This design comes from an exercise in tuning for small area and a short achievable clock period on the open sky130 flow, not from production work.
In this exercise RTL edits were held to simulation tests only and were not proved equivalent to the original.
Power figures rest on the tool's default switching activity, not on a simulated workload.

==> flow/design.v (excerpt) <==
module FPU(
    input clk,
    input [31:0] A,
    input [31:0] B,
    input [2:0] OPC,
    output [31:0] OUT,
    output AEB,
    output ALB,
    output AGB
    );
Size: ~3400 cells after synthesis, ~100 I/O pins.
==> flow/config.mk <==
export PLATFORM = sky130hd
export DESIGN_NAME = FPU
export DESIGN_NICKNAME = FPU
export VERILOG_FILES = /design/flow/design.v
export SDC_FILE = /design/flow/constraint.sdc
export NUM_CORES = 4
export LEC_CHECK = 0
export CAP_MARGIN = 20
export CORE_MARGIN = 2
export CORE_UTILIZATION = 60
export SETUP_SLACK_MARGIN = 5
export SLEW_MARGIN = 20
==> flow/constraint.sdc <==
create_clock -name core_clock -period 13.0 [get_ports {clk}]
set_input_delay 2.6000 -clock core_clock [delete_from_list [all_inputs] [get_ports {clk}]]
set_output_delay 2.6000 -clock core_clock [all_outputs]
set_load 0.01 [all_outputs]
standard.sh (not shown) runs the stock make flow with config.mk's settings and CLKGATE_MAP_FILE= SYNTH_SCRIPT=/design/flow/synth_recipe.tcl, a recipe that flattens the netlist after the stock synthesis.
==> flow/flow/run.sh <==
#!/bin/bash
# Standard layout (the standard.sh: standard synthesis, floorplan, place,
# CTS, route, finish) with two changes to how timing is repaired:
#  - port buffers are buf_2 cells instead of the slow delay-buffer cell the
#    resizer picks by default (every input and output still gets a buffer);
#  - timing repair aims at 5 ns of setup slack.
# The design is still laid out and signed off at the design's clock period.
# make's full output goes to layout.log; each ORFS step logs under orfs/logs.
set -euo pipefail
bash standard.sh SETUP_SLACK_MARGIN=5 \
  "BUFFER_PORTS_ARGS=-buffer_cell sky130_fd_sc_hd__buf_2" finish > layout.log 2>&1
==> next run, changes <==
- CORE_UTILIZATION: 60 -> 40
- PLACE_DENSITY: default -> 0.72
Outcome:
- The changed run finished clean
- core utilization is lower by 22 points
- count of clock-buffer cells in the layout is unchanged
- area after synthesis stays the same
- setup slack gains 0.014 ns
- routed wire length fell by 8.0%
- non-clock buffer count decreases by 14
- flip-flop and latch count does not change
- worst hold slack barely changes
- design area climbs by 0.44%
- global-route usage falls by 18 points
- combinational power is lower by 6.7%
==> next run, changes <==
==> flow/flow/run.sh (replaced) <==
#!/bin/bash
set -euo pipefail
bash standard.sh SETUP_SLACK_MARGIN=6 \
  "BUFFER_PORTS_ARGS=-buffer_cell sky130_fd_sc_hd__buf_2" finish > layout.log 2>&1
- PLACE_DENSITY: 0.72 -> default
Outcome:
- clock-buffer cell count is higher by 1
- routed wire length came out higher by roughly a tenth
- total power rises by a little under a tenth
- worst setup slack gets better by 0.46 ns
- cell count rises by a few percent
- via count climbs by a few percent
- flip-flop and latch count does not change
- area after synthesis stays the same
- maximum frequency came out higher by a few percent

---

## the baseline
Starting RTL as in the previous note.
==> flow/design.v (excerpt) <==
module FPU(
    input clk,
    input [31:0] A,
    input [31:0] B,
    input [2:0] OPC,
    output [31:0] OUT,
    output AEB,
    output ALB,
    output AGB
    );
wire gt, eq;
wire ceq, clt, cgt;
wire [59:0] st_mul;
wire [34:0] st_as;
wire [31:0] o_div;
wire mul_zero;
wire [59:0] d_st, q_st;
wire [1:0] d_tag, q_tag;
wire [2:0] d_flg, q_flg;
wire [31:0] p_mul, p_as;
ieecomp      x6(A, B, gt, eq, ceq, clt, cgt);
ieeesub_pre  x2(OPC[0], A, B, gt, eq, st_as);
ieeemul_pre  x4(A, B, st_mul, mul_zero);
ieeedivision x5(A, B, o_div);
finalmux_pre x7(OPC, st_as, st_mul, mul_zero, o_div, ceq, clt, cgt, d_st, d_tag, d_flg);
control      x1(clk, d_st, d_tag, d_flg, q_st, q_tag, q_flg);
ieeemul_post x8(q_st, p_mul);
ieeesub_post x9(q_st[34:0], p_as);
finalmux_post x10(q_tag, q_st[31:0], p_mul, p_as, q_flg, OUT, AEB, ALB, AGB);
endmodule
export LEC_CHECK = 0
export CAP_MARGIN = 0
export CORE_MARGIN = 2
export CORE_UTILIZATION = 40
export SETUP_SLACK_MARGIN = 5
export SLEW_MARGIN = 0
create_clock -name core_clock -period 13.0 [get_ports {clk}]
==> flow/flow/run.sh <==
#!/bin/bash
# Standard layout (the standard.sh: standard synthesis, floorplan, place,
# CTS, route, finish) with two changes to how timing is repaired:
#  - port buffers are buf_2 cells instead of the slow delay-buffer cell the
#    resizer picks by default (every input and output still gets a buffer);
#  - timing repair aims at 5 ns of setup slack.
# The design is still laid out and signed off at the design's clock period.
# make's full output goes to layout.log; each ORFS step logs under orfs/logs.
set -euo pipefail
bash standard.sh SETUP_SLACK_MARGIN=5 \
  "BUFFER_PORTS_ARGS=-buffer_cell sky130_fd_sc_hd__buf_2" finish > layout.log 2>&1
The inputs of the candidate differ from those of the baseline as listed below.
- changing SLEW_MARGIN from 0 to 20
- changing CAP_MARGIN from 0 to 20
Between the candidate and the baseline, the netlist area before placement figures differ only marginally.
Overall via count from detail_route of the candidate is on par with the baseline.
The baseline -> the candidate: ratio of cells with drive above 1 in the final layout delta 0, exact match
Part of the cycle the worst path needs: the baseline vs the candidate identical
Summary of the candidate over the baseline: routed length per placed instance shows no meaningful change, transition at the pin with the smallest max-transition slack now sits at about the same level, share of the core filled with cells essentially unchanged, final worst-path setup slack barely changed.
Comparing the candidate against the baseline, there is no change at all in largest net degree at the start of global routing.
There was hardly any difference in sum of internal, switching and leakage power between the candidate and the baseline.
Diff the candidate..the baseline | number of antenna violations at the first check in global routing | unchanged

==> static timing again, ports no longer ideal <==
Ports are ideal in the flow. The routed layouts listed here were re-timed in OpenROAD.
Step 1: set_driving_cell puts a clkbuf_16 on clk and a buf_2 on each other input, an assumption about the parent block.
Step 2 moves the port delays by t, midway between the first and last clock arrival at a register: inputs arrive t later, outputs are due t later. That takes back most of the time a late clock gives input paths.
Slacks: ideal / step 1 / step 2; pairs: ideal / step 1.
run | t (ns) | setup WS [ns] | clock arrival spread, ns
the first run of note 1 | 0.412 | 5.140 / 5.169 / 4.757 | 0.025 / 0.025
the second run of note 1 | 0.385 | 5.154 / 5.175 / 4.790 | 0.024 / 0.024
the third run of note 1 | 0.399 | 5.616 / 5.614 / 5.214 | 0.023 / 0.023
the baseline | 0.391 | 5.208 / 5.227 / 4.836 | 0.016 / 0.016
the candidate | 0.391 | 5.208 / 5.227 / 4.836 | 0.016 / 0.016
After both steps setup and hold are still met in every run listed. The setup slack of the third run of note 1, which loses most, moves by -0.002 ns with the drivers and by -0.402 ns with both steps.
